Source: an optimization exercise on an open RTL-to-GDS flow (aim: small area, a short achievable clock period and few clock cycles per item). Production flows keep margins and buffers that such runs may drop. The RTL was checked by simulation tests, not by an equivalence proof against the original design.

$ cat flow/config.mk
export PLATFORM = sky130hd
export DESIGN_NAME = avalon_accel
export DESIGN_NICKNAME = avalon_accel
export VERILOG_FILES = /design/flow/design.v
export SDC_FILE = /design/flow/constraint.sdc
export NUM_CORES = 4
export LEC_CHECK = 0
export CAP_MARGIN = 20
export CORE_MARGIN = 2
export CORE_UTILIZATION = 55
export PLACE_DENSITY = 0.7
export SETUP_SLACK_MARGIN = 3.0
export SLEW_MARGIN = 20
$ cat flow/constraint.sdc
create_clock -name core_clock -period 7.0 [get_ports {clk}]
set_input_delay 1.4000 -clock core_clock [delete_from_list [all_inputs] [get_ports {clk}]]
set_output_delay 1.4000 -clock core_clock [all_outputs]
set_load 0.01 [all_outputs]
$ cat flow/design.v
package present_pkg;
localparam N_ROUNDS = 32;
localparam ROUNDS_PER_CYCLE = 4;
localparam N_CYCLES = (N_ROUNDS + ROUNDS_PER_CYCLE - 1) / ROUNDS_PER_CYCLE;
localparam CT_STAGE = N_ROUNDS - (N_CYCLES - 1) * ROUNDS_PER_CYCLE - 1;
localparam CW = (N_CYCLES <= 2) ? 1 : (N_CYCLES <= 4) ? 2 : (N_CYCLES <= 8) ? 3 : (N_CYCLES <= 16) ? 4 : 5;
endpackage
import present_pkg::*;
module present_dp (
  input  [63:0]  d,
  input  [127:0] k,
  input  [CW-1:0] cyc,
  output logic [63:0]  d_next,
  output logic [127:0] k_next,
  output logic [63:0]  ct
);
function [3:0] fSBox (input [3:0] x);
  fSBox[0] = (x[1]&x[2]) ^ x[2] ^ x[3] ^ x[0];
  fSBox[1] = (x[1]&x[3]) ^ (x[0]&x[1]&x[2]) ^ (x[0]&x[2]&x[3]) ^ (x[2]&x[3]) ^
             (x[0]&x[1]&x[3]) ^ x[3] ^ x[1];
  fSBox[2] = ~((x[0]&x[3]) ^ (x[0]&x[1]) ^ (x[0]&x[2]&x[3]) ^ (x[1]&x[3]) ^
               (x[0]&x[1]&x[3]) ^ x[3] ^ x[2]);
  fSBox[3] = ~((x[0]&x[1]&x[3]) ^ (x[1]&x[2]) ^ (x[0]&x[1]&x[2]) ^ (x[0]&x[2]&x[3]) ^
               x[3] ^ x[1] ^ x[0]);
endfunction
function [63:0] P (input [63:0] x);
integer b;
begin
  for (b = 0; b < 63; b = b + 1)
    P[(16*b) % 63] = x[b];
  P[63] = x[63];
end
endfunction
always_comb begin : rounds
  integer j, sb;
  logic [63:0]  dd, ax;
  logic [127:0] kk;
  logic [4:0]   rc;
  dd = d;
  kk = k;
  ax = '0;
  ct = '0;
  for (j = 0; j < ROUNDS_PER_CYCLE; j = j + 1) begin
    rc = 5'(cyc * ROUNDS_PER_CYCLE + j + 1);
    ax = dd ^ kk[127:64];
    if (j == CT_STAGE) ct = ax;
    for (sb = 0; sb < 16; sb = sb + 1)
      dd[4*sb+3 -: 4] = fSBox(ax[4*sb+3 -: 4]);
    dd = P(dd);
    kk = {kk[66:0], kk[127:67]};
    kk = {fSBox(kk[127:124]), fSBox(kk[123:120]), kk[119:67], kk[66:62] ^ rc, kk[61:0]};
  end
  d_next = dd;
  k_next = kk;
end
endmodule
import present_pkg::*;
module present_ctrl (
  input            clk,
  input            nrst,
  input            ld,      
  input            run,     
  output           last,    
  output logic [CW-1:0] cyc
);
assign last = (cyc == CW'(N_CYCLES-1));
always_ff @(posedge clk)
  if (ld)
    cyc <= '0;
  else if (run && !last)
    cyc <= cyc + 1'b1;
endmodule
import present_pkg::*;
module present (
  input          clk,
  input          nrst,
  input          ld,
  input          busy,       
  input  [63:0]  plaintext,
  input  [127:0] key,
  output         ready,      
  output [63:0]  ciphertext
);
logic [63:0]  dreg;
logic [127:0] kreg;
wire  [63:0]  d_next;
wire  [127:0] k_next;
wire  [CW-1:0] cyc;
wire          last;
present_ctrl ctrl_i (
  .clk (clk),
  .nrst(nrst),
  .ld  (ld),
  .run (busy),
  .last(last),
  .cyc (cyc)
);
present_dp dp_i (
  .d     (dreg),
  .k     (kreg),
  .cyc   (cyc),
  .d_next(d_next),
  .k_next(k_next),
  .ct    (ciphertext)
);
always_ff @(posedge clk)
  if (ld) begin
    dreg <= plaintext;
    kreg <= key;
  end else if (!last) begin
    dreg <= d_next;
    kreg <= k_next;
  end
assign ready = !busy || last;
endmodule
module avalon_accel(
  input  clk,
  input  reset_n,
  input         avs_write,
  input  [31:0] avs_writedata,
  output [31:0] avs_readdata,
  input  [4:0]  avs_address,
  output logic avm_write,
  output logic avm_read,
  input         avm_waitrequest,
  output logic [31:0] avm_writedata,
  input  [31:0] avm_readdata,
  output logic [31:0] avm_address,
  output logic irq
);
logic [31:0] R [0:7];
wire [127:0] key_reg = {R[3], R[2], R[1], R[0]};
always_ff @(posedge clk or negedge reset_n)
  if (!reset_n)
    for (int i = 0; i < 8; i++)
      R[i] <= '0;
  else if (avs_write)
    R[avs_address[4:2]] <= avs_writedata;
logic act;
wire  run = act && !irq;
assign avs_readdata = (avs_address == 5'h1c) ? {31'b0, act} : R[avs_address[4:2]];
wire ctrl_wr = avs_write && (avs_address[4:2] == 3'd7);
localparam [1:0] WH = 2'd0, WL = 2'd1, RH = 2'd2, RL = 2'd3;
logic [1:0]  ph;
logic        breq;           
logic        bpt;            
logic        comp;           
logic [63:0] buff;           
logic [31:3] rd_ptr, wr_ptr;
logic [31:0] rem;            
logic        more;           
wire acc    = breq && !avm_waitrequest;
wire bdone  = (acc && (ph == RL || (ph == WL && !more))) || (run && !breq);
wire finish = acc && ph == WL && !more && !comp;
wire        ready;
wire [63:0] ct;
wire        swap = run && bdone && ready && !finish;
wire        newpt = (acc && ph == RL) || bpt;
wire [63:0] pt = {buff[63:32], breq ? avm_readdata : buff[31:0]};
assign avm_read      = breq && ph[1];
assign avm_write     = breq && !ph[1];
assign avm_address   = {ph[1] ? rd_ptr : wr_ptr, ph[0], 2'b00};
assign avm_writedata = ph[0] ? buff[31:0] : buff[63:32];
always_ff @(posedge clk or negedge reset_n)
  if (!reset_n) begin
    act  <= 1'b0;
    irq  <= 1'b0;
    breq <= 1'b0;
    bpt  <= 1'b0;
    comp <= 1'b0;
    ph   <= RH;
  end else begin
    if (!act) begin
      if (ctrl_wr && avs_writedata[0]) begin
        act  <= 1'b1;
        breq <= 1'b1;
        ph   <= RH;
        bpt  <= 1'b0;
        comp <= 1'b0;
      end
    end else if (irq) begin
      if (ctrl_wr && !avs_writedata[0]) begin
        act <= 1'b0;
        irq <= 1'b0;
      end
    end else begin
      if (finish) begin
        irq  <= 1'b1;
        breq <= 1'b0;
      end else if (swap) begin
        comp <= newpt;
        bpt  <= 1'b0;
        breq <= comp || more;
        ph   <= comp ? WH : RH;
      end else if (acc) begin
        case (ph)
          WH: ph <= WL;
          WL: if (more) ph <= RH; else breq <= 1'b0;
          RH: ph <= RL;
          RL: begin breq <= 1'b0; bpt <= 1'b1; end
        endcase
      end
    end
  end
always_ff @(posedge clk) begin
  if (!act) begin
    rd_ptr <= R[4][31:3];
    wr_ptr <= R[5][31:3];
    rem    <= R[6];
    more   <= 1'b1;
  end else begin
    if (acc && ph == RH) begin
      rem  <= rem - 32'd1;
      more <= (rem != 32'd1);
    end
    if (acc && ph == RL) rd_ptr <= rd_ptr + 29'd1;
    if (acc && ph == WL) wr_ptr <= wr_ptr + 29'd1;
  end
  if (swap)
    buff <= ct;
  else if (acc && ph == RH)
    buff[63:32] <= avm_readdata;
  else if (acc && ph == RL)
    buff[31:0] <= avm_readdata;
end
present core (
  .clk       (clk),
  .nrst      (reset_n),
  .ld        (swap),
  .busy      (comp),
  .plaintext (pt),
  .key       (key_reg),
  .ready     (ready),
  .ciphertext(ct)
);
endmodule
$ cat flow/run.sh
#!/bin/bash
# synth_recipe.tcl (not shown) runs the flow's synth.tcl, then flattens the netlist and writes it again
# the make line also repeats each setting of config.mk as NAME=value (left out here)
make -C /OpenROAD-flow-scripts/flow DESIGN_CONFIG=/design/flow/config.mk WORK_HOME=/design/flow/orfs CLKGATE_MAP_FILE= SYNTH_SCRIPT=/design/flow/synth_recipe.tcl finish
==> results of run 1 <==
==> logic make-up after synthesis <==
logic type	share of synthesized area (%)
and+or+nand+nor	16.92
AOI/OAI and AO/OA	13.79
DFF	41.77
xor gates and xnor gates	13.88
muxes	10.81
buffers and inverters	2.510
adders and majority gates	0.3065
other	0.009185
==> how the worst max path moves through the flow <==
stage | start | endpoint | slack (ns) | cells after the start
floorplan | core.kreg[77] | core.dreg[47] | 2.98 | 14
global placement | core.kreg[108] | core.dreg[61] | 1.48 | 12
detailed placement | core.dreg[15] | core.dreg[61] | 1.55 | 12
CTS | core.kreg[3] | core.dreg[22] | 2.52 | 12
global route | core.dreg[30] | core.dreg[26] | 2.28 | 15
finish | core.dreg[30] | core.dreg[24] | 2.17 | 16
==> layout make-up <==
cell class,instances,area [µm²]
timing repair buffer,875,8323
fill,4066,14160
tap,959,1200
clock inverter,33,449.2
inverter,38,150.1
sequential,613,17060
clock buffer,96,1941
timing repair inverter,1,7.507
antenna,6,15.01
multi-input combinational,3308,29890
==> routing by layer <==
metal	wire length, µm	up-vias
met5	50	-
met4	15250	8
met3	33270	1048
met2	77880	3624
met1	65670	20130
li1	-	16600
==> through the flow <==
| step | area (µm²) | hold slack (ns) | worst slack, ns | util (%) |
|---|---|---|---|---|
| global placement | 43650 | 0.4528 | 1.482 | 59.62 |
| floorplan | 41020 | 0.4401 | 2.978 | - |
| global route | 59030 | 0.5033 | 2.283 | 80.63 |
| finish | 59040 | 0.4723 | 2.173 | 80.65 |
| CTS | 52730 | 0.4728 | 2.519 | 72.03 |
| detailed placement | 43680 | 0.4578 | 1.548 | 59.66 |
==> registers in the layout (all words and copies together), names as in the netlist <==
name and count:
rd_ptr 29, irq 1, bpt 1, R 256, rem 32, buff 64
ph 2, more 1, core.ctrl_i.cyc 3, wr_ptr 29, breq 1, comp 1
core.dreg 64, core.kreg 128, act 1
==> worst reg2reg max path, cell delays in order, from the launching register on <==
cell      delay (ns)
edfxtp_1        0.81
xnor2_4         0.23
buf_4           0.20
nand4_1         0.10
nor4b_4         0.22
buf_6           0.20
xor2_4          0.31
xnor2_4         0.19
xnor3_2         0.45
nor2b_1         0.20
a211oi_1        0.34
a21oi_2         0.07
xnor2_1         0.19
buf_4           0.21
nand2b_1        0.14
o211ai_1        0.10
a22oi_2         0.55
==> synth_stat cells, types with 35 or more instances <==
master / number / share of area (%)
xnor3_1: 35 / 1.9
nor2b_1: 35 / 0.54
dfrtp_1: 262 / 16
o21ai_0: 164 / 2.0
mux2_2: 298 / 8.2
nor3_1: 82 / 1.0
clkbuf_1: 146 / 1.3
nand3_1: 75 / 0.92
nor2_1: 400 / 3.7
xnor2_1: 262 / 5.6
a21oi_1: 268 / 3.3
edfxtp_1: 346 / 25
and3_1: 36 / 0.55
inv_1: 38 / 0.35
a211oi_1: 74 / 1.4
xor2_1: 200 / 4.3
nand2_1: 622 / 5.7
mux2i_1: 63 / 1.5
nand4_1: 42 / 0.64
==> timing repair <==
item	4_1_cts	5_1_grt
resized for setup	746	677
cloned	21	10
endpoints found under the setup margin	383	349
hold buffers	0	0
setup buffers	334	283
pin swaps	185	305
==> key figures, run 1 <==
Run status
  • Status: failed layout checks
  • SO Faults: capacitance limit, slew limit

Logic synthesis
  • Cell count after synthesis: just over 4000
  • Number of synthesized register bits: 613
  • Share of flip-flops with an asynchronous set or reset: 42.90%
  • Number of synthesized flops with an enable pin: 346
  • Mapped cell area: ~0.041 mm²
  • Avg Inst Size Synth: 9.821 µm²
  • Ys flop type: edfxtp_1
  • Syn. warnings: 5
  • Seq/Total Area, Yosys: 41.77%
  • Distinct cells, synth: 110

Timing
  • RSZ-0062 raised after global routing: yes
  • Final hold vios: 0
  • Tcrit/Tclk final: 68.95%
  • Final setup vio count: 0
  • Setup TNS: 0 ns
  • Period minus WS final: 4.827 ns
  • Max transition margin: -11.04%
  • Final Max Slew Viols: 4
  • Worst-margin pin slew: 1.666 ns
  • Final Skew: 0.04866 ns
  • Fmax: 0.2072 GHz

Placed design
  • HPWL after DPL: 116.3 mm
  • I/O Buffers: 169
  • Placed Cells: 5144
  • Placer Congestion: 1.076

Floorplan
  • Row count: 99
  • DIE HEIGHT: 276.5 µm
  • Initial core utilization: 55.77%
  • Chip width: 276.5 µm
  • Num ports: 172
  • Core area: 0.07321 mm²
  • Area of the die: 0.07642 mm²

Critical path
  • Family with the most delay on the worst path: XOR/XNOR gates
  • Crit path required time: between 7 and 8 ns
  • Critical path type: reg2reg
  • Reg2Reg Launch Point: core.dreg[30]
  • Crit-path max FO: 8
  • Flop2flop setup slack: 2.17 ns
  • Reg2Reg Depth: 16
  • Buf/Inv on CP: 3
  • Reg-to-reg endpoint: core.dreg[24]
  • Crit path max-delay cell type: edfxtp_1
  • CP endpoint kind: register
  • WP data arrival: 5.19 ns
  • CP startpoint kind: register
  • CP Cell Sequence: xnor2_4, buf_4, nand4_1, nor4b_4, buf_6, xor2_4, xnor2_4, xnor3_2, nor2b_1, a211oi_1, a21oi_2, xnor2_1, buf_4, nand2b_1, o211ai_1, a22oi_2
  • Max stage delay on crit path: 0.81 ns

CTS
  • H-tree level count: 3
  • CTS tree: built
  • Worst-path clk slew: around 0.08 ns
  • Clock Path Buffers: 3
  • Clk latency of the worst-skew pair: 0.68 ns
  • Cts bufs inserted: 70
  • CTS sink count: 613
  • Root Driver: clkbuf_16

Min path
  • Hold Crit Class: reg2reg
  • Worst Hold End: R[7][8]
  • Hold-critical path depth: 2
  • Hold Startpoint: R[7][8]

Detailed routing
  • Final ANT Viol Nets: 0
  • Vias per inst: 6.984
  • Final wirelength: slightly below 200 mm
  • DRC Markers: 0
  • Vias: about 41000
  • DRT Pass-1 Iters: 8
  • WL/cell: around 32 µm
  • Drt first-iter violations: roughly 6400

Cells and area
  • Most common library cell in the layout ignoring fill and taps: nand2_1
  • Nets@finish: between 4000 and 5000
  • Area delta synth->final: 44.62%
  • Most frequent cells in the layout: nand2_1 (601), buf_4 (510), edfxtp_1 (346)
  • Layout cell share with drive strength beyond 1: between 40% and 50%
  • Layout Cells excl Fill: between 5000 and 6000

GRT
  • Number of global-route vias before repair: about 35000
  • Global route total overflow: 0
  • Met3 GRT Util: 13.54%
  • First-pass GRT wire length: 240.6 mm
  • GR Util met1: between 50% and 60%
  • Met2 usage: 60.31%
  • GRT Total Usage: 43.08%
  • GR peak layer: met2
  • Largest net degree at the start of global routing: 128
  • Initial antenna violation count: 12

Job
  • Max cap viols: 1
Testbench counts, summed over its fixed seeds: cycles 15,956, blocks 1,681.
==> inputs of run 2 (changes only) <==
--- a/flow/config.mk
+++ b/flow/config.mk
@@ -6,8 +6,9 @@
 export NUM_CORES = 4
 export LEC_CHECK = 0
+export ABC_CLOCK_PERIOD_IN_PS = 4500
 export CAP_MARGIN = 20
 export CORE_MARGIN = 2
-export CORE_UTILIZATION = 55
-export PLACE_DENSITY = 0.7
-export SETUP_SLACK_MARGIN = 3.0
+export CORE_UTILIZATION = 40
+export PLACE_DENSITY = 0.6
+export SETUP_SLACK_MARGIN = 2.5
 export SLEW_MARGIN = 20
==> run 2 against run 1 <==
Net effect: the run now finishes clean; sequential cell count unchanged; utilization fell by 30 points; synthesized cell count stayed put; first-iteration DRC count fell by 24%; critical path type is now in2out.
==> key figures, run 2 <==
Detailed routing
  • WL/cell: 28.85 µm (-11%)
  • Vias per inst: 6.117 (-12%)
  • DRC Markers: 0 (unchanged)
  • DRT Pass-1 Iters: 10 (+2)
  • Final ANT Viol Nets: 0 (unchanged)
  • Drt first-iter violations: 4842 (-24%)
  • Vias: 36000 (-13%)
  • Final wirelength: 169.8 mm (-12%)

Cells and area
  • Most frequent cells in the layout: nand2_1 (615), nor2_1 (380), edfxtp_1 (346)
  • Biggest register: R
  • Area delta synth->final: 25.48%
  • Layout cell share with drive strength beyond 1: 25.45% (-16 points)
  • Biggest regs: R (256), core.kreg (128)
  • Max reg flops: 256 (unchanged)
  • Most common library cell in the layout ignoring fill and taps: nand2_1
  • Nets@finish: 4543 (-9.0%)

GRT
  • First-pass GRT wire length: 235.4 mm (-2.2%)
  • GRT Total Usage: 31.53% (-12 points)
  • Global route total overflow: 0 (unchanged)
  • Largest net degree at the start of global routing: 169 (+32%)
  • Number of global-route vias before repair: 32340 (-8.4%)
  • Initial antenna violation count: 9 (-3)

Placed design
  • HPWL after DPL: 124.4 mm (+6.9%)
  • I/O Buffers: 169 (unchanged)
  • Placer Congestion: 1.033 (-4.0%)
  • Worst slack at placement: 1.408 ns (-0.1397 ns)

CTS
  • Cts bufs inserted: 70 (unchanged)
  • Clk latency of the worst-skew pair: 0.65 ns (-0.03 ns)
  • Worst-path clk slew: 0.06 ns (-0.02 ns)
  • Root Driver: clkbuf_16
  • CTS sink count: 613 (unchanged)
  • CTS tree: built
  • H-tree level count: 3 (unchanged)
  • Clock Path Buffers: 3 (unchanged)

Job
  • Max cap viols: 0 (-1)

Critical path
  • Critical path type: in2out
  • Flop2flop setup slack: 2.49 ns (+0.32 ns)
  • Reg2Reg Depth: 15 (-1)
  • CP startpoint kind: input pin
  • CP endpoint kind: primary output
  • Reg2Reg Launch Point: core.dreg[34]
  • Reg-to-reg endpoint: core.dreg[4]
  • WP data arrival: 3.15 ns (-2.04 ns)
  • Crit path required time: 5.60 ns (-1.76 ns)
  • Crit-path max FO: 19 (+11)

Logic synthesis
  • Number of synthesized flops with an enable pin: 346 (unchanged)
  • Distinct cells, synth: 110 (unchanged)
  • Synth cell count leaders: nand2_1 (622), nor2_1 (400), edfxtp_1 (346)
  • Syn. warnings: 5 (unchanged)
  • Top-area cell type share of the netlist area: 25.45% (unchanged)
  • Ys flop type: edfxtp_1
  • Share of flip-flops with an asynchronous set or reset: 42.90% (unchanged)
  • Number of synthesized register bits: 613 (unchanged)
  • Cell count after synthesis: 4157 (unchanged)
  • Seq/Total Area, Yosys: 41.77% (unchanged)
  • Avg Inst Size Synth: 9.821 µm² (unchanged)
  • Top post-synthesis cells by area: edfxtp_1 (25%), dfrtp_1 (16%), mux2_2 (8.2%), nand2_1 (5.7%), xnor2_1 (5.6%)
  • Mapped cell area: 0.04083 mm² (unchanged)
  • Post-synth top area cell: edfxtp_1
  • Top-count cell post-synth: nand2_1

Timing
  • Worst-margin pin slew: 1.177 ns (-0.4890 ns)
  • Final Max Slew Viols: 0 (-4)
  • WHS: 0.4729 ns (+0.0005900 ns)
  • Setup TNS: 0 ns (unchanged)
  • Final setup vio count: 0 (unchanged)
  • Max transition margin: 21.04% (+32 points)
  • Tcrit/Tclk final: 65.04% (-3.9 points)
  • Period minus WS final: 4.553 ns (-0.2737 ns)
  • Post-route setup slack: 2.447 ns (+0.2737 ns)
  • Final hold vios: 0 (unchanged)
  • RSZ-0062 raised after global routing: yes
  • Fmax: 0.2196 GHz (+6.0%)
  • Final Skew: 0.02288 ns (-0.02578 ns)

Floorplan
  • Row count: 117 (+18%)
  • Area of the die: 0.1046 mm² (+37%)
  • Core area: 0.1014 mm² (+39%)
  • Chip width: 323.5 µm (+17%)
  • Num ports: 172 (unchanged)
  • Initial core utilization: 40.24% (-16 points)
  • DIE HEIGHT: 323.5 µm (+17%)

Min path
  • Hold Crit Class: reg2reg
  • Hold-critical path depth: 2 (unchanged)
  • Hold Startpoint: R[7][28]
  • Worst Hold End: R[7][28]

Run status
  • Status: no timing/DRC/antenna violations
[run 2: cell counts after synthesis]
Identical to the previous run, type by type.
[run 2: worst max-delay path by stage]
stage | startpoint | endpoint | slack (ns)
6_report | avs_address[3] | avs_readdata[5] | 2.45
5_1_grt | avs_address[3] | avs_readdata[5] | 2.42
4_1_cts | avs_address[2] | avs_readdata[15] | 2.49
3_5_place_dp | core.kreg[123] | core.dreg[12] | 1.41
3_3_place_gp | core.kreg[123] | core.dreg[12] | 1.42
2_1_floorplan | avs_address[2] | avs_readdata[13] | 2.50
[run 2: cell families after synthesis]
group / after synthesis / share of synthesized area [%]
buffers and inverters: 247 / 2.510
AND/OR/NAND/NOR: 1507 / 16.92
other: 1 / 0.009185
XOR/XNOR: 543 / 13.88
adder cells (fa/ha/maj): 10 / 0.3065
AO/OA/AOI/OAI: 856 / 13.79
flip-flops: 613 / 41.77
multiplexers: 380 / 10.81
[run 2: stage by stage]
stage / utilization, % / cell area [µm²] / cells
floorplan: - / 40840 / 4158
global placement: 43.37 / 44000 / 5552
detailed placement: 43.42 / 44050 / 5553
CTS: 48.12 / 48820 / 5779
global route: 50.49 / 51220 / 5884
finish: 50.50 / 51230 / 5886
[run 2: per-layer routing]
| layer | global-route usage, % | vias up | part of all wire, % |
|---|---|---|---|
| met3 | 7.551 | 391 | 11 |
| met4 | 15.78 | 4 | 5.8 |
| met2 | 45.61 | 2046 | 43 |
| met1 | 43.90 | 17870 | 40 |
| li1 | - | 15690 | - |
| met5 | 0 | - | 0.020 |
[run 2: final cells by class]
cell class,instances,area (µm²)
multi-input combinational,3301,25840
clock inverter,33,244.0
fill,9212,50220
clock buffer,94,1967
antenna,3,7.507
tap,1368,1712
inverter,38,150.1
timing repair buffer,436,4245
sequential,613,17060
[run 2: timing repair]
item                                   CTS  global route
resized for setup                      288           232
setup endpoints to repair              130            78
endpoints found under the hold margin    0             0
pin swaps                               34            61
gates cloned                             7             4
setup buffers                           92            98
hold buffers                             0             0
[run 2: worst max-delay path: stages]
cell and delay [ns]:
buf_16 0.17, clkinvlp_4 0.21, nand2_8 0.17, buf_4 0.21
nor2_1 0.06, a211oi_1 0.22, a21oi_1 0.08, nor2_2 0.29
dlygate4sd2_1 0.31
==> inputs of run 3 (changes only) <==
--- a/flow/config.mk
+++ b/flow/config.mk
@@ -6,8 +6,8 @@
 export NUM_CORES = 4
 export LEC_CHECK = 0
-export ABC_CLOCK_PERIOD_IN_PS = 4500
 export CAP_MARGIN = 20
 export CORE_MARGIN = 2
 export CORE_UTILIZATION = 40
+export CTS_BUF_LIST = sky130_fd_sc_hd__clkbuf_4 sky130_fd_sc_hd__clkbuf_8
 export PLACE_DENSITY = 0.6
 export SETUP_SLACK_MARGIN = 2.5
==> run 3 against run 2 <==
Net effect: worst setup slack worse by 0.0061 ns; critical endpoint is now core.dreg[47]; still clean; largest cell class unchanged; routed wire length increased by 0.72%; clock-buffer cell count rose by 72; critical path type is now reg2reg; hold slack worse by 0.0021 ns.
==> key figures, run 3 <==
Timing
  • Max transition margin: 15.55% (-5.5 points)
  • Worst-margin pin slew: 1.267 ns (+0.09020 ns)
  • RSZ-0062 raised after global routing: yes
  • Tcrit/Tclk final: 65.13% (+0.087 points)
  • Final hold vios: 0 (unchanged)
  • Final Skew: 0.06538 ns (+0.04249 ns)
  • Period minus WS final: 4.559 ns (+0.006080 ns)
  • Setup TNS: 0 ns (unchanged)
  • Final Max Slew Viols: 0 (unchanged)
  • Fmax: 0.2193 GHz (-0.13%)
  • Final setup vio count: 0 (unchanged)

Logic synthesis
  • Distinct cells, synth: 110 (unchanged)
  • Synth cell count leaders: nand2_1 (622), nor2_1 (400), edfxtp_1 (346)
  • Top post-synthesis cells by area: edfxtp_1 (25%), dfrtp_1 (16%), mux2_2 (8.2%), nand2_1 (5.7%), xnor2_1 (5.6%)
  • Number of synthesized flops with an enable pin: 346 (unchanged)
  • Mapped cell area: 0.04083 mm² (unchanged)
  • Number of synthesized register bits: 613 (unchanged)
  • Share of flip-flops with an asynchronous set or reset: 42.90% (unchanged)
  • Syn. warnings: 5 (unchanged)
  • Post-synth top area cell: edfxtp_1
  • Top-area cell type share of the netlist area: 25.45% (unchanged)
  • Top-count cell post-synth: nand2_1
  • Cell count after synthesis: 4157 (unchanged)
  • Ys flop type: edfxtp_1
  • Avg Inst Size Synth: 9.821 µm² (unchanged)
  • Seq/Total Area, Yosys: 41.77% (unchanged)

Detailed routing
  • WL/cell: 28.54 µm (-1.0%)
  • Final ANT Viol Nets: 0 (unchanged)
  • Final wirelength: 171.0 mm (+0.72%)
  • Drt first-iter violations: 5059 (+4.5%)
  • Vias: 36640 (+1.8%)
  • DRC Markers: 0 (unchanged)
  • Vias per inst: 6.115 (about the same)
  • DRT Pass-1 Iters: 6 (-4)

Min path
  • Worst Hold End: R[7][28]
  • Hold Crit Class: reg2reg
  • Hold-critical path depth: 2 (unchanged)
  • Hold Startpoint: R[7][28]

Critical path
  • Max stage delay on crit path: 0.54 ns (+0.23 ns)
  • WP data arrival: 5.05 ns (+1.90 ns)
  • CP startpoint kind: register
  • Family with the most delay on the worst path: XOR/XNOR gates
  • CP endpoint kind: register
  • Crit-path max FO: 10 (-9)
  • Crit path max-delay cell type: edfxtp_1
  • CP Cell Sequence: xnor2_2, nor3_1, o32ai_2, xnor2_2, xnor3_2, a221oi_4, xor2_2, xor3_1, a222oi_1, xnor2_1, buf_4, and3b_1, a21o_1, o31a_1
  • Reg-to-reg endpoint: core.dreg[47]
  • Critical path's most frequent cell: xnor2_2
  • Critical path type: reg2reg
  • CP Launch Point: core.dreg[13]
  • Reg2Reg Depth: 14 (-1)
  • Reg2Reg Launch Point: core.dreg[13]
  • Buf/Inv on CP: 1 (-3)
  • Flop2flop setup slack: 2.44 ns (-0.05 ns)
  • Crit path required time: 7.49 ns (+1.89 ns)

Cells and area
  • Layout cell share with drive strength beyond 1: 27.87% (+2.4 points)
  • Most common library cell in the layout ignoring fill and taps: nand2_1
  • Layout Cells excl Fill: 5991 (+1.8%)
  • Fillers: 9158 (-0.59%)
  • Nets@finish: 4610 (+1.5%)
  • Max reg flops: 256 (unchanged)
  • Biggest regs: R (256), core.kreg (128)
  • Biggest register: R
  • Most frequent cells in the layout: nand2_1 (616), nor2_1 (381), edfxtp_1 (346)
  • Area delta synth->final: 26.67%

CTS
  • Cts bufs inserted: 105 (+50%)
  • Hold-fix buffers, CTS: 0 (unchanged)
  • CTS tree: built
  • Worst-path clk slew: 0.06 ns (about the same)
  • CTS sink count: 613 (unchanged)
  • Clock Path Buffers: 3 (unchanged)
  • Clk latency of the worst-skew pair: 0.81 ns (+0.16 ns)
  • Root Driver: clkbuf_8
  • H-tree level count: 3 (unchanged)

Floorplan
  • Area of the die: 0.1046 mm² (unchanged)
  • DIE HEIGHT: 323.5 µm (unchanged)
  • Initial core utilization: 40.24% (unchanged)
  • Core area: 0.1014 mm² (unchanged)
  • Num ports: 172 (unchanged)
  • Row count: 117 (unchanged)
  • Chip width: 323.5 µm (unchanged)

GRT
  • Initial antenna violation count: 11 (+2)
  • First-pass GRT wire length: 237.1 mm (+0.73%)
  • Number of global-route vias before repair: 32920 (+1.8%)
  • Largest net degree at the start of global routing: 169 (unchanged)
  • Global route total overflow: 0 (unchanged)
  • GRT Total Usage: 31.65% (+0.12 points)

Placed design
  • HPWL after DPL: 124.4 mm (unchanged)
  • Placer Congestion: 1.033 (unchanged)
  • I/O Buffers: 169 (unchanged)
  • Placed Cells: 5553 (unchanged)

Job
  • Max cap viols: 0 (unchanged)

Run status
  • Status: no timing/DRC/antenna violations
-- run 3: cell counts after synthesis --
Identical to the previous run, type by type.
-- run 3: kinds of logic after synthesis --
family,count (synthesis),synth area share [%]
other,1,0.009185
buffers and inverters,247,2.510
adder cells (fa/ha/maj),10,0.3065
multiplexers,380,10.81
AO/OA/AOI/OAI,856,13.79
AND/OR/NAND/NOR,1507,16.92
XOR/XNOR,543,13.88
flip-flops,613,41.77
-- run 3: repair_timing --
action | CTS | global route
setup buffers | 112 | 112
resized for setup | 312 | 224
gates cloned | 6 | 3
endpoints found under the setup margin | 131 | 77
pin swaps | 36 | 57
endpoints found under the hold margin | 0 | 0
-- run 3: layer usage --
metal | wire length, µm | vias to the layer above | global-route usage (%)
met5 | 19 | - | 0
met2 | 72030 | 2122 | 45.76
li1 | - | 15880 | -
met4 | 10850 | 2 | 16.49
met1 | 68490 | 18170 | 43.93
met3 | 19620 | 465 | 7.413
-- run 3: tightest hold or removal path, stage by stage, from the launching register on --
cell	delay (ns)
dfrtp_1	0.34
nand2_1	0.05
nand2_1	0.05
-- run 3: worst max path at each step --
stage	cells past startpoint	slack, ns	end
floorplan	7	2.50	avs_readdata[13]
global placement	13	1.42	core.dreg[12]
detailed placement	13	1.41	core.dreg[12]
CTS	8	2.40	avs_readdata[11]
global route	16	2.33	core.dreg[31]
finish	14	2.44	core.dreg[47]
-- run 3: final cells by class --
class	instances	area, µm²	share of cell area (%)
clock buffers	166	2053	3.970
inverters	38	150.1	0.2903
clock inverters	32	349.1	0.6750
diodes	5	12.51	0.02419
flip-flops and latches	613	17060	33.00
multi-input cells	3300	25900	50.07
well taps	1368	1712	3.310
repair buffers	469	4479	8.661
-- run 3: through the flow --
step           worst slack [ns]  hold WS [ns]  area, µm²  util (%)
4_1_cts                   2.401        0.4717      49250     48.55
2_1_floorplan             2.505        0.4401      40840         -
3_5_place_dp              1.408        0.4574      44050     43.42
6_report                  2.441        0.4708      51720     50.98
5_1_grt                   2.330        0.4857      51710     50.98
3_3_place_gp              1.424        0.4516      44000     43.37
==> inputs of run 4 (changes only) <==
--- a/flow/config.mk
+++ b/flow/config.mk
@@ -9,6 +9,5 @@
 export CORE_MARGIN = 2
 export CORE_UTILIZATION = 40
-export CTS_BUF_LIST = sky130_fd_sc_hd__clkbuf_4 sky130_fd_sc_hd__clkbuf_8
 export PLACE_DENSITY = 0.6
-export SETUP_SLACK_MARGIN = 2.5
+export SETUP_SLACK_MARGIN = 2.0
 export SLEW_MARGIN = 20
==> run 4 against run 3 <==
Net effect: still clean; register-to-register slack got worse by 0.34 ns; die area unchanged; worst setup slack lost 0.44 ns; synthesized area unchanged; routed wire length is 4.1% lower; synthesized cell count stayed put; critical path type is now in2out.
==> key figures, run 4 <==
Job
  • Max cap viols: 0 (unchanged)

Critical path
  • CP endpoint kind: primary output
  • Buf/Inv on CP: 3 (+2)
  • Critical path's most frequent cell: buf_8
  • Family with the most delay on the worst path: buffers and inverters
  • Crit-path max FO: 29 (+19)
  • Crit path required time: 5.60 ns (-1.89 ns)
  • Max stage delay on crit path: 0.67 ns (+0.13 ns)
  • WP data arrival: 3.60 ns (-1.45 ns)
  • CP startpoint kind: input pin
  • Critical path type: in2out
  • Crit path max-delay cell type: mux2i_1
  • CP Cell Sequence: buf_8, buf_8, mux2i_1, a211oi_1, a21oi_1, nor2_1, clkdlybuf4s50_1

Detailed routing
  • Drt first-iter violations: 4614 (-8.8%)
  • WL/cell: 28.71 µm (+0.57%)
  • DRC Markers: 0 (unchanged)
  • Final wirelength: 164.0 mm (-4.1%)
  • Vias per inst: 6.121 (+0.10%)
  • DRT Pass-1 Iters: 7 (+1)
  • Final ANT Viol Nets: 0 (unchanged)
  • Vias: 34960 (-4.6%)

CTS
  • Hold-fix buffers, CTS: 0 (unchanged)
  • Root Driver: clkbuf_16
  • Clock Path Buffers: 3 (unchanged)
  • H-tree level count: 3 (unchanged)
  • CTS sink count: 613 (unchanged)
  • CTS tree: built
  • Clk latency of the worst-skew pair: 0.65 ns (-0.16 ns)
  • Cts bufs inserted: 70 (-33%)
  • Worst-path clk slew: 0.06 ns (about the same)

Cells and area
  • Nets@finish: 4369 (-5.2%)
  • Design Area, Final: 0.04743 mm² (-8.3%)
  • Biggest register: R
  • Layout cell share with drive strength beyond 1: 16.93% (-11 points)
  • Biggest regs: R (256), core.kreg (128)
  • Most common library cell in the layout ignoring fill and taps: nand2_1
  • Most frequent cells in the layout: nand2_1 (618), nor2_1 (393), edfxtp_1 (346)
  • Area delta synth->final: 16.18%
  • Max reg flops: 256 (unchanged)
  • Fillers: 9551 (+4.3%)

Timing
  • Tcrit/Tclk final: 71.44% (+6.3 points)
  • Setup TNS: 0 ns (unchanged)
  • Final hold vios: 0 (unchanged)
  • Fmax: 0.2000 GHz (-8.8%)
  • Post-route setup slack: 1.999 ns (-0.4419 ns)
  • Period minus WS final: 5.001 ns (+0.4419 ns)
  • Worst-margin pin slew: 1.176 ns (-0.09037 ns)
  • Final setup vio count: 0 (unchanged)
  • RSZ-0062 raised after global routing: yes
  • Max transition margin: 21.57% (+6.0 points)
  • Final Max Slew Viols: 0 (unchanged)
  • Final Skew: 0.02134 ns (-0.04403 ns)

GRT
  • Largest net degree at the start of global routing: 169 (unchanged)
  • Initial antenna violation count: 6 (-5)
  • First-pass GRT wire length: 228.8 mm (-3.5%)
  • Global route total overflow: 0 (unchanged)
  • GRT Total Usage: 30.59% (-1.1 points)
  • Number of global-route vias before repair: 31460 (-4.4%)

Logic synthesis
  • Cell count after synthesis: 4157 (unchanged)
  • Number of synthesized flops with an enable pin: 346 (unchanged)
  • Top-area cell type share of the netlist area: 25.45% (unchanged)
  • Post-synth top area cell: edfxtp_1
  • Top post-synthesis cells by area: edfxtp_1 (25%), dfrtp_1 (16%), mux2_2 (8.2%), nand2_1 (5.7%), xnor2_1 (5.6%)
  • Seq/Total Area, Yosys: 41.77% (unchanged)
  • Distinct cells, synth: 110 (unchanged)
  • Number of synthesized register bits: 613 (unchanged)
  • Avg Inst Size Synth: 9.821 µm² (unchanged)
  • Top-count cell post-synth: nand2_1
  • Ys flop type: edfxtp_1
  • Mapped cell area: 0.04083 mm² (unchanged)
  • Syn. warnings: 5 (unchanged)
  • Share of flip-flops with an asynchronous set or reset: 42.90% (unchanged)
  • Synth cell count leaders: nand2_1 (622), nor2_1 (400), edfxtp_1 (346)

Floorplan
  • DIE HEIGHT: 323.5 µm (unchanged)
  • Initial core utilization: 40.24% (unchanged)
  • Area of the die: 0.1046 mm² (unchanged)
  • Core area: 0.1014 mm² (unchanged)
  • Chip width: 323.5 µm (unchanged)
  • Row count: 117 (unchanged)
  • Num ports: 172 (unchanged)

Run status
  • Status: no timing/DRC/antenna violations

Placed design
  • DP Area: 0.04405 mm² (unchanged)
  • HPWL after DPL: 124.4 mm (unchanged)
  • Placer Congestion: 1.033 (unchanged)
  • Worst slack at placement: 1.408 ns (unchanged)
  • I/O Buffers: 169 (unchanged)

Min path
  • Hold Crit Class: reg2reg
run 4: cell counts after synthesis:
Identical to the previous run, type by type.
run 4: kinds of logic (layout without fill, tap and decap cells):
kind of cell,Yosys count,after routing,synth area share (%)
flip-flops,613,613,41.77
buffers and inverters,247,430,2.510
XOR/XNOR,543,543,13.88
AND/OR/NAND/NOR,1507,1507,16.92
adder cells (fa/ha/maj),10,10,0.3065
other,1,5,0.009185
AO/OA/AOI/OAI,856,856,13.79
multiplexers,380,380,10.81
run 4: path summary, 6_finish.rpt:
| check | startpoint | to | slack (ns) | depth (start not counted) |
|---|---|---|---|---|
| max reg2reg | core.kreg[124] | core.dreg[0] | 2.10 | 14 |
| min in group asynchronous | reset_n | R[4][24] | 0.66 | 1 |
| max in group asynchronous | reset_n | R[3][13] | 4.85 | 3 |
| max | avs_address[2] | avs_readdata[24] | 2.00 | 7 |
| min reg2reg | R[7][28] | R[7][28] | 0.47 | 2 |
| min | R[7][28] | R[7][28] | 0.47 | 2 |
run 4: worst reg2reg max path, delay by kind of cell, from the launching register on:
kind	cells	cell delay [ns]
xor+xnor	11	3.25
flops	1	0.60
compound gates	1	0.45
buf+inv	1	0.22
simple gates	1	0.06
run 4: area by class of cell:
type,count,area (µm²),share of cell area (%)
multi-input combinational,3298,23680,49.92
sequential,613,17060,35.96
timing repair buffer,265,2615,5.513
clock buffer,94,1967,4.147
tap,1368,1712,3.609
clock inverter,33,244.0,0.5144
inverter,38,150.1,0.3165
antenna,3,7.507,0.01583
run 4: metrics by stage:
step,instances,util (%),hold WS [ns]
after CTS,5691,45.94,0.4728
after detailed placement,5553,43.42,0.4574
final,5712,46.76,0.4707
after floorplan,4158,-,0.4401
after global routing,5710,46.75,0.4870
after global placement,5552,43.37,0.4516
run 4: repair_timing:
item                       4_1_cts  5_1_grt
gates cloned                     0        1
pin swaps                        4        3
gates resized for setup         45       95
setup endpoints to repair       79       88
setup buffers                   11       15
run 4: routing by layer:
metal	track usage (%)	up-vias	part of all wire, %
li1	-	15370	-
met5	0	-	0.028
met2	44.42	1915	43
met1	42.90	17350	41
met4	14.17	6	5.0
met3	7.256	322	11
==> inputs of run 5 (changes only) <==
--- a/flow/config.mk
+++ b/flow/config.mk
@@ -10,4 +10,4 @@
 export CORE_UTILIZATION = 40
 export PLACE_DENSITY = 0.6
-export SETUP_SLACK_MARGIN = 2.0
+export SETUP_SLACK_MARGIN = 2.75
 export SLEW_MARGIN = 20
==> run 5 against run 4 <==
Net effect: clock-buffer cell count up 5; sequential share of layout area shrank 5.2 points; synthesized area stayed put; critical path type is now reg2reg; global-route usage up 2.3 points.
==> key figures, run 5 <==
Floorplan
  • Core area: 0.1014 mm² (unchanged)
  • Chip width: 323.5 µm (unchanged)
  • Num ports: 172 (unchanged)
  • DIE HEIGHT: 323.5 µm (unchanged)
  • Row count: 117 (unchanged)
  • Area of the die: 0.1046 mm² (unchanged)
  • Initial core utilization: 40.24% (unchanged)

Detailed routing
  • DRC Markers: 0 (unchanged)
  • Highest Signal Layer: met5
  • Final ANT Viol Nets: 0 (unchanged)
  • Drt first-iter violations: 5153 (+12%)
  • Wl on met1: 68.45 mm (+0.66%)
  • Met2 WL: 75.66 mm (+8.0%)
  • WL/cell: 29.41 µm (+2.4%)
  • Vias per inst: 6.191 (+1.1%)
  • DRT Pass-1 Iters: 5 (-2)
  • Metal3 WL: 23.94 mm (+36%)
  • Vias: 37870 (+8.3%)
  • Final wirelength: 179.9 mm (+9.7%)

GRT
  • Global route total overflow: 0 (unchanged)
  • First-pass GRT wire length: 246.1 mm (+7.5%)
  • Number of global-route vias before repair: 34190 (+8.7%)
  • Largest net degree at the start of global routing: 159 (-5.9%)
  • Initial antenna violation count: 10 (+4)
  • GRT Total Usage: 32.92% (+2.3 points)

Critical path
  • Reg2Reg Depth: 17 (+3)
  • CP Launch Point: core.kreg[123]
  • Reg-to-reg endpoint: core.dreg[42]
  • CP startpoint kind: register
  • CP endpoint kind: register
  • Crit path required time: 7.38 ns (+1.78 ns)
  • Setup crit end: core.dreg[42]
  • WP data arrival: 4.86 ns (+1.26 ns)
  • Flop2flop setup slack: 2.52 ns (+0.42 ns)
  • Reg2Reg Launch Point: core.kreg[123]
  • Crit-path max FO: 6 (-79%)
  • Critical path type: reg2reg

Timing
  • Period minus WS final: 4.479 ns (-0.5215 ns)
  • RSZ-0062 raised after global routing: yes
  • Final Skew: 0.01992 ns (-0.001424 ns)
  • Fmax: 0.2232 GHz (+12%)
  • WHS: 0.4717 ns (+0.001046 ns)
  • Worst-margin pin slew: 1.277 ns (+0.1002 ns)
  • Final hold vios: 0 (unchanged)
  • Tcrit/Tclk final: 63.99% (-7.4 points)
  • Max transition margin: 14.32% (-7.3 points)
  • Final setup vio count: 0 (unchanged)
  • Final Max Slew Viols: 0 (unchanged)
  • Setup TNS: 0 ns (unchanged)

CTS
  • Hold-fix buffers, CTS: 0 (unchanged)
  • H-tree level count: 3 (unchanged)
  • CTS sink count: 613 (unchanged)
  • CTS tree: built
  • Root Driver: clkbuf_16
  • Clock Path Buffers: 3 (unchanged)
  • Cts bufs inserted: 70 (unchanged)
  • Clk latency of the worst-skew pair: 0.66 ns (about the same)
  • Worst-path clk slew: 0.06 ns (about the same)

Cells and area
  • Layout cell share with drive strength beyond 1: 34.16% (+17 points)
  • Layout Cells excl Fill: 6117 (+7.1%)
  • Nets@finish: 4768 (+9.1%)
  • Most common library cell in the layout ignoring fill and taps: nand2_1
  • Biggest regs: R (256), core.kreg (128)
  • Area delta synth->final: 35.66%
  • Max reg flops: 256 (unchanged)
  • Most frequent cells in the layout: nand2_1 (609), buf_4 (427), nor2_1 (356)
  • Biggest register: R

Logic synthesis
  • Ys flop type: edfxtp_1
  • Post-synth top area cell: edfxtp_1
  • Cell count after synthesis: 4157 (unchanged)
  • Avg Inst Size Synth: 9.821 µm² (unchanged)
  • Top-area cell type share of the netlist area: 25.45% (unchanged)
  • Syn. warnings: 5 (unchanged)
  • Seq/Total Area, Yosys: 41.77% (unchanged)
  • Top post-synthesis cells by area: edfxtp_1 (25%), dfrtp_1 (16%), mux2_2 (8.2%), nand2_1 (5.7%), xnor2_1 (5.6%)
  • Mapped cell area: 0.04083 mm² (unchanged)
  • Share of flip-flops with an asynchronous set or reset: 42.90% (unchanged)
  • Top-count cell post-synth: nand2_1
  • Distinct cells, synth: 110 (unchanged)
  • Number of synthesized register bits: 613 (unchanged)
  • Number of synthesized flops with an enable pin: 346 (unchanged)
  • Synth cell count leaders: nand2_1 (622), nor2_1 (400), edfxtp_1 (346)

Placed design
  • I/O Buffers: 169 (unchanged)
  • Placed Cells: 5546 (-0.13%)
  • HPWL after DPL: 125.6 mm (+0.99%)
  • Placer Congestion: 0.9993 (-3.3%)

Run status
  • Status: no timing/DRC/antenna violations

Job
  • Max cap viols: 0 (unchanged)

Min path
  • Hold Crit Class: reg2reg
[run 5: kinds of logic (layout without fill, tap and decap cells)]
kind of cell	count (synthesis)	count (layout)	share of synthesized area [%]
compound gates	856	856	13.79
xor+xnor	543	546	13.88
fa+ha+maj	10	10	0.3065
buf+inv	247	821	2.510
flops	613	613	41.77
mux	380	380	10.81
other cells	1	11	0.009185
simple gates	1507	1512	16.92
[run 5: worst min-delay path by stage]
| stage | startpoint | to | slack (ns) | cells past startpoint |
|---|---|---|---|---|
| 5_1_grt | R[7][24] | R[7][24] | 0.49 | 2 |
| 3_3_place_gp | R[7][21] | R[7][21] | 0.45 | 2 |
| 3_5_place_dp | R[7][25] | R[7][25] | 0.46 | 2 |
| 4_1_cts | R[7][17] | R[7][17] | 0.47 | 2 |
| 6_report | R[7][24] | R[7][24] | 0.47 | 2 |
| 2_1_floorplan | R[7][15] | R[7][15] | 0.44 | 2 |
[run 5: metal layers]
layer	global-route usage [%]	vias to the layer above
met5	0	-
met4	16.87	6
met3	9.285	508
met2	47.41	2409
met1	45.00	18780
li1	-	16170
[run 5: layout make-up]
cell class | count | area, µm²
Fill cell | 8596 | 46060
Multi-Input combinational cell | 3306 | 28040
Inverter | 38 | 150.1
Clock inverter | 28 | 304.0
Antenna cell | 9 | 22.52
Timing Repair Buffer | 656 | 6073
Clock buffer | 99 | 2024
Tap cell | 1368 | 1712
Sequential cell | 613 | 17070
[run 5: critical path, cell delays in order (launching register included)]
cell	delay [ns]
edfxtp_1	0.59
buf_6	0.23
xnor2_4	0.31
a21oi_2	0.13
a2bb2oi_4	0.19
buf_12	0.15
xor2_4	0.25
o211ai_1	0.13
buf_4	0.18
buf_4	0.13
a21o_1	0.21
a221o_1	0.36
a32oi_2	0.23
xor2_2	0.17
buf_4	0.20
buf_4	0.15
a2111oi_1	0.46
a311oi_1	0.10
[run 5: through the flow]
step	setup slack [ns]	util, %	area, µm²
after floorplan	2.756	-	40860
after global placement	1.347	43.31	43940
after detailed placement	1.318	43.37	43990
after CTS	2.649	50.95	51680
after global routing	2.392	54.58	55370
final	2.521	54.60	55390
[run 5: what timing repair did]
action | in CTS | in global routing
endpoints found under the setup margin | 306 | 201
setup buffers | 256 | 158
pin swaps | 121 | 140
gates cloned | 15 | 4
gates resized for setup | 547 | 390
==> inputs of run 6 (changes only) <==
--- a/flow/config.mk
+++ b/flow/config.mk
@@ -10,4 +10,5 @@
 export CORE_UTILIZATION = 40
 export PLACE_DENSITY = 0.6
-export SETUP_SLACK_MARGIN = 2.75
+export SETUP_SLACK_MARGIN = 2.5
 export SLEW_MARGIN = 20
+export TNS_END_PERCENT = 30
==> run 6 against run 5 <==
Net effect: critical path depth shrank 9; sequential cell count is the same; register-to-register slack lost 0.13 ns; non-clock buffer count shrank 205; cell area shrank 7.6%; maximum frequency shrank 5.1%; clock skew grew 0.0078 ns; critical endpoint is now avs_readdata[6].
==> key figures, run 6 <==
Run status
  • Status: no timing/DRC/antenna violations

Critical path
  • Crit-path max FO: 19 (+13)
  • Crit path required time: 5.60 ns (-1.78 ns)
  • Reg-to-reg endpoint: core.dreg[62]
  • CP startpoint kind: input pin
  • Critical path type: in2out
  • WP data arrival: 3.32 ns (-1.54 ns)
  • Reg2Reg Depth: 13 (-4)
  • Reg2Reg Launch Point: core.kreg[116]
  • Flop2flop setup slack: 2.39 ns (-0.13 ns)
  • CP endpoint kind: primary output

Logic synthesis
  • Mux cell area share after synthesis: 10.81% (unchanged)
  • Share of flip-flops with an asynchronous set or reset: 42.90% (unchanged)
  • Synth Area in Simple Gates: 16.92% (unchanged)
  • Top-area cell type share of the netlist area: 25.45% (unchanged)
  • XOR/XNOR Fraction of Synth Area: 13.88% (unchanged)
  • Top-count cell post-synth: nand2_1
  • Ys flop type: edfxtp_1
  • Number of synthesized flops with an enable pin: 346 (unchanged)
  • Seq/Total Area, Yosys: 41.77% (unchanged)
  • Mapped cell area: 0.04083 mm² (unchanged)
  • Compound-Gate Fraction of Synth Area: 13.79% (unchanged)
  • Distinct cells, synth: 110 (unchanged)
  • Top post-synthesis cells by area: edfxtp_1 (25%), dfrtp_1 (16%), mux2_2 (8.2%), nand2_1 (5.7%), xnor2_1 (5.6%)
  • Adder-cell share of the synthesized area: 0.3065% (unchanged)
  • Avg Inst Size Synth: 9.821 µm² (unchanged)
  • Number of synthesized register bits: 613 (unchanged)
  • Cell count after synthesis: 4157 (unchanged)
  • Syn. warnings: 5 (unchanged)
  • Largest family of logic cells by synthesized area: simple AND/OR/NAND/NOR gates
  • Synth cell count leaders: nand2_1 (622), nor2_1 (400), edfxtp_1 (346)
  • Post-synth top area cell: edfxtp_1

Floorplan
  • DIE HEIGHT: 323.5 µm (unchanged)
  • Initial core utilization: 40.24% (unchanged)
  • Num ports: 172 (unchanged)
  • Chip width: 323.5 µm (unchanged)
  • Core area: 0.1014 mm² (unchanged)
  • Area of the die: 0.1046 mm² (unchanged)
  • Row count: 117 (unchanged)

Timing
  • Tcrit/Tclk final: 67.40% (+3.4 points)
  • Post-route setup slack: 2.282 ns (-0.2388 ns)
  • RSZ-0062 raised after global routing: yes
  • Final hold vios: 0 (unchanged)
  • Max transition margin: 18.51% (+4.2 points)
  • Fmax: 0.2119 GHz (-5.1%)
  • Worst-margin pin slew: 1.222 ns (-0.05420 ns)
  • Final Skew: 0.02769 ns (+0.007775 ns)
  • Period minus WS final: 4.718 ns (+0.2388 ns)
  • Setup TNS: 0 ns (unchanged)
  • Final Max Slew Viols: 0 (unchanged)
  • WHS: 0.4732 ns (+0.001497 ns)
  • Final setup vio count: 0 (unchanged)

CTS
  • H-tree level count: 3 (unchanged)
  • Clock Path Buffers: 3 (unchanged)
  • Root Driver: clkbuf_16
  • Cts bufs inserted: 70 (unchanged)
  • Worst-path clk slew: 0.06 ns (about the same)
  • CTS sink count: 613 (unchanged)
  • CTS tree: built
  • Hold-fix buffers, CTS: 0 (unchanged)
  • Clk latency of the worst-skew pair: 0.66 ns (about the same)

Cells and area
  • Design Area, Final: 0.05116 mm² (-7.6%)
  • Max reg flops: 256 (unchanged)
  • Most frequent cells in the layout: nand2_1 (616), nor2_1 (382), edfxtp_1 (346)
  • Biggest regs: R (256), core.kreg (128)
  • Area delta synth->final: 25.31%
  • Most common library cell in the layout ignoring fill and taps: nand2_1
  • Layout cell share with drive strength beyond 1: 25.42% (-8.7 points)
  • Layout Cells excl Fill: 5900 (-3.5%)
  • Biggest register: R
  • Nets@finish: 4556 (-4.4%)

Placed design
  • DP Area: 0.04405 mm² (+0.13%)
  • Placer Congestion: 1.033 (+3.4%)
  • HPWL after DPL: 124.4 mm (-0.98%)
  • Placed Cells: 5553 (+0.13%)
  • Worst slack at placement: 1.408 ns (+0.09065 ns)
  • I/O Buffers: 169 (unchanged)

GRT
  • Global route total overflow: 0 (unchanged)
  • Largest net degree at the start of global routing: 169 (+6.3%)
  • Initial antenna violation count: 8 (-2)
  • First-pass GRT wire length: 234.5 mm (-4.7%)
  • GRT Total Usage: 31.39% (-1.5 points)
  • Number of global-route vias before repair: 32240 (-5.7%)

Detailed routing
  • Final ANT Viol Nets: 0 (unchanged)
  • Vias per inst: 6.109 (-1.3%)
  • Vias: 36050 (-4.8%)
  • Final wirelength: 169.5 mm (-5.8%)
  • WL/cell: 28.72 µm (-2.3%)
  • DRC Markers: 0 (unchanged)
  • Drt first-iter violations: 4785 (-7.1%)
  • DRT Pass-1 Iters: 8 (+3)

Job
  • Max cap viols: 0 (unchanged)

Min path
  • Hold Crit Class: reg2reg
  • Worst Hold End: R[7][21]
  • Hold Startpoint: R[7][21]
  • Hold-critical path depth: 2 (unchanged)
-- run 6: cell counts after synthesis --
Identical to the previous run, type by type.
-- run 6: worst max-delay path by stage --
stage / start / to
floorplan: avs_address[2] / avs_readdata[13]
global placement: core.kreg[123] / core.dreg[12]
detailed placement: core.kreg[123] / core.dreg[12]
CTS: core.kreg[69] / core.dreg[62]
global route: avs_address[1] / avs_readdata[1]
finish: avs_address[3] / avs_readdata[6]
-- run 6: logic make-up after synthesis --
group           after synthesis
mux                         380
simple gates               1507
fa+ha+maj                    10
buf+inv                     247
compound gates              856
xor+xnor                    543
flops                       613
other cells                   1
-- run 6: area by class of cell --
cell class / instances / area (µm²)
diodes: 4 / 10.01
well taps: 1368 / 1712
inverters: 38 / 150.1
repair buffers: 451 / 4293
fillers: 9204 / 50290
clock inverters: 33 / 244.0
clock buffers: 94 / 1967
multi-input cells: 3299 / 25720
flip-flops and latches: 613 / 17060
-- run 6: stage by stage --
stage          utilization [%]
2_1_floorplan                -
3_3_place_gp             43.37
3_5_place_dp             43.42
4_1_cts                  47.78
5_1_grt                  50.42
6_report                 50.43
-- run 6: metal layers --
layer	track usage [%]	share of wire, %
met1	43.66	40
met2	45.60	43
met3	7.707	11
met4	15.07	5.7
met5	0	0.016
-- run 6: timing repair --
action                     in CTS  in global routing
resized for setup             248                238
pin swaps                      25                 50
cloned                          7                  1
buffers inserted               74                132
setup endpoints to repair     130                 99
-- run 6: critical path: stages --
cell and delay [ns]:
buf_16 0.17, clkinvlp_4 0.21, nand2_8 0.18, nor2_1 0.06, a211oi_1 0.34, a21oi_1 0.07
nor2_1 0.26, clkdlybuf4s50_1 0.60
==> inputs of run 7 (changes only) <==
--- a/flow/config.mk
+++ b/flow/config.mk
@@ -10,5 +10,4 @@
 export CORE_UTILIZATION = 40
 export PLACE_DENSITY = 0.6
-export SETUP_SLACK_MARGIN = 2.5
+export SETUP_SLACK_MARGIN = 2.25
 export SLEW_MARGIN = 20
-export TNS_END_PERCENT = 30
==> run 7 against run 6 <==
Net effect: maximum frequency decreased by 1.5%; cell count decreased by 2.2%; critical path depth decreased by 1; die area unchanged; routed wire length decreased by 2.3%; non-clock buffer count decreased by 126; hold slack got worse by 0.0023 ns; via count decreased by 2.1%; critical path type unchanged; highest routed layer unchanged.
==> key figures, run 7 <==
Detailed routing
  • DRT Pass-1 Iters: 6 (-2)
  • Vias per inst: 6.110 (about the same)
  • Vias: 35270 (-2.1%)
  • Final ANT Viol Nets: 0 (unchanged)
  • Drt first-iter violations: 4710 (-1.6%)
  • WL/cell: 28.67 µm (-0.20%)
  • Final wirelength: 165.5 mm (-2.3%)
  • DRC Markers: 0 (unchanged)

Timing
  • Fmax: 0.2087 GHz (-1.5%)
  • Final Max Slew Viols: 0 (unchanged)
  • Period minus WS final: 4.792 ns (+0.07411 ns)
  • Final Skew: 0.02733 ns (-0.0003685 ns)
  • Setup TNS: 0 ns (unchanged)
  • Max transition margin: 21.67% (+3.2 points)
  • Final hold vios: 0 (unchanged)
  • Final setup vio count: 0 (unchanged)
  • RSZ-0062 raised after global routing: yes
  • Tcrit/Tclk final: 68.46% (+1.1 points)
  • Worst-margin pin slew: 1.175 ns (-0.04746 ns)

Placed design
  • Placer Congestion: 1.033 (unchanged)
  • DP Area: 0.04405 mm² (unchanged)
  • I/O Buffers: 169 (unchanged)
  • HPWL after DPL: 124.4 mm (unchanged)

Cells and area
  • Layout cell share with drive strength beyond 1: 20.47% (-4.9 points)
  • Most frequent cells in the layout: nand2_1 (617), nor2_1 (386), edfxtp_1 (346)
  • Max reg flops: 256 (unchanged)
  • Design Area, Final: 0.04890 mm² (-4.4%)
  • Nets@finish: 4429 (-2.8%)
  • Area delta synth->final: 19.78%
  • Biggest regs: R (256), core.kreg (128)
  • Most common library cell in the layout ignoring fill and taps: nand2_1
  • Biggest register: R
  • Utilization after layout: 48.20% (-2.2 points)

Floorplan
  • Num ports: 172 (unchanged)
  • Chip width: 323.5 µm (unchanged)
  • Core area: 0.1014 mm² (unchanged)
  • Initial core utilization: 40.24% (unchanged)
  • Area of the die: 0.1046 mm² (unchanged)
  • Row count: 117 (unchanged)
  • DIE HEIGHT: 323.5 µm (unchanged)

Logic synthesis
  • Top-area cell type share of the netlist area: 25.45% (unchanged)
  • Share of flip-flops with an asynchronous set or reset: 42.90% (unchanged)
  • Cell count after synthesis: 4157 (unchanged)
  • Avg Inst Size Synth: 9.821 µm² (unchanged)
  • Mapped cell area: 0.04083 mm² (unchanged)
  • Top-count cell post-synth: nand2_1
  • Distinct cells, synth: 110 (unchanged)
  • Synth cell count leaders: nand2_1 (622), nor2_1 (400), edfxtp_1 (346)
  • Post-synth top area cell: edfxtp_1
  • Seq/Total Area, Yosys: 41.77% (unchanged)
  • Number of synthesized flops with an enable pin: 346 (unchanged)
  • Ys flop type: edfxtp_1
  • Syn. warnings: 5 (unchanged)
  • Top post-synthesis cells by area: edfxtp_1 (25%), dfrtp_1 (16%), mux2_2 (8.2%), nand2_1 (5.7%), xnor2_1 (5.6%)
  • Number of synthesized register bits: 613 (unchanged)

Critical path
  • CP endpoint kind: primary output
  • CP startpoint kind: input pin
  • Crit path max-delay cell type: mux2i_1
  • Crit path required time: 5.60 ns (about the same)
  • CP Cell Sequence: buf_16, buf_16, mux2i_1, a211oi_1, a21oi_1, nor2_1, clkdlybuf4s50_1
  • Max stage delay on crit path: 0.61 ns (about the same)
  • Critical path type: in2out
  • Critical path's most frequent cell: buf_16
  • Crit-path max FO: 29 (+10)
  • Flop2flop setup slack: 2.27 ns (-0.12 ns)
  • WP data arrival: 3.39 ns (+0.07 ns)

CTS
  • CTS tree: built
  • CTS sink count: 613 (unchanged)
  • Worst-path clk slew: 0.06 ns (about the same)
  • Root Driver: clkbuf_16
  • Hold-fix buffers, CTS: 0 (unchanged)
  • H-tree level count: 3 (unchanged)
  • Clk latency of the worst-skew pair: 0.65 ns (about the same)
  • Clock Path Buffers: 3 (unchanged)
  • Cts bufs inserted: 70 (unchanged)

Run status
  • Status: no timing/DRC/antenna violations

Job
  • Max cap viols: 0 (unchanged)

GRT
  • First-pass GRT wire length: 231.0 mm (-1.5%)
  • GRT Total Usage: 30.87% (-0.52 points)
  • Largest net degree at the start of global routing: 169 (unchanged)
  • Initial antenna violation count: 7 (-1)
  • Global route total overflow: 0 (unchanged)
  • Number of global-route vias before repair: 31700 (-1.7%)

Min path
  • Hold Crit Class: reg2reg
-- run 7: per-stage QoR --
step	worst slack [ns]	std cells	hold slack, ns
4_1_cts	2.195	5706	0.4728
3_5_place_dp	1.408	5553	0.4574
5_1_grt	2.170	5770	0.4870
2_1_floorplan	2.505	4158	0.4401
6_report	2.208	5773	0.4709
3_3_place_gp	1.424	5552	0.4516
-- run 7: final timing paths --
| path | start | cells after the start | end |
|---|---|---|---|
| setup / recovery | avs_address[2] | 7 | avs_readdata[19] |
| max in group asynchronous | reset_n | 3 | R[0][7] |
| hold / removal | R[7][28] | 2 | R[7][28] |
| hold reg to reg | R[7][28] | 2 | R[7][28] |
| min in group asynchronous | reset_n | 1 | R[4][24] |
| setup reg to reg | core.kreg[104] | 12 | core.dreg[12] |
-- run 7: cell type report --
class	count	area [µm²]
diodes	4	10.01
clock buffers	94	1967
clock inverters	33	244.0
fillers	9393	52550
inverters	38	150.1
multi-input cells	3298	24520
flip-flops and latches	613	17060
well taps	1368	1712
repair buffers	325	3236
-- run 7: cell families (layout without fill, tap and decap cells) --
family          count (synthesis)  count (layout)  synth area share, %
fa+ha+maj                      10              10               0.3065
compound gates                856             856                13.79
flops                         613             613                41.77
other cells                     1               6             0.009185
mux                           380             380                10.81
buf+inv                       247             490                2.510
xor+xnor                      543             543                13.88
simple gates                 1507            1507                16.92
-- run 7: timing repair --
action / 4_1_cts / 5_1_grt
endpoints found under the setup margin: 101 / 94
gates resized for setup: 126 / 162
pin swaps: 8 / 20
cloned: 2 / 0
buffers inserted: 24 / 61
-- run 7: critical path: cells and delay by family --
kind	cells	cell delay (ns)
muxes	1	0.61
buffers and inverters	3	0.89
AOI/OAI and AO/OA	2	0.39
and+or+nand+nor	1	0.06
-- run 7: per-layer routing --
layer / GRT usage, % / vias to the layer above / wire [µm]
met5: 0 / - / 83
met2: 44.75 / 1846 / 70490
met4: 14.52 / 8 / 8639
met1: 42.89 / 17590 / 67740
li1: - / 15480 / -
met3: 7.945 / 356 / 18540

## afterwards: timing with drivers on the ports
In the flow no input, the clock included, has a driving cell. The finished layouts below were timed again as built, in two steps.
Step 1 assumes that a clkbuf_16 drives the clock port and a buf_2 every other input.
Step 2 moves the port delays by t, midway between the first and last clock arrival at a register: inputs arrive t later, outputs are due t later. That takes back most of the time a late clock gives input paths.
a / b / c = ideal ports / drivers / drivers and shift; a / b = the first two.
| run | t, ns | setup slack, ns | clock arrival spread, ns | slew at the worst register clock pin (ns) | worst data-port slew with drivers (ns) |
|---|---|---|---|---|---|
| run 1 | 0.726 | 2.173 / 2.173 / 2.173 | 0.049 / 0.049 | 0.08 / 0.08 | 0.22 |
| run 2 | 0.706 | 2.447 / 2.357 / 2.169 | 0.023 / 0.023 | 0.07 / 0.07 | 0.14 |
| run 3 | 0.836 | 2.441 / 2.390 / 2.033 | 0.065 / 0.065 | 0.08 / 0.08 | 0.16 |
| run 4 | 0.703 | 1.999 / 1.949 / 1.949 | 0.022 / 0.022 | 0.07 / 0.07 | 0.09 |
| run 5 | 0.718 | 2.521 / 2.521 / 2.187 | 0.020 / 0.021 | 0.07 / 0.07 | 0.20 |
| run 6 | 0.709 | 2.282 / 2.193 / 1.988 | 0.027 / 0.028 | 0.07 / 0.07 | 0.14 |
| run 7 | 0.712 | 2.208 / 2.122 / 2.122 | 0.028 / 0.028 | 0.07 / 0.07 | 0.09 |
For run 3, which loses most, drivers alone change the setup slack by -0.051 ns; drivers and shift together by -0.408 ns.
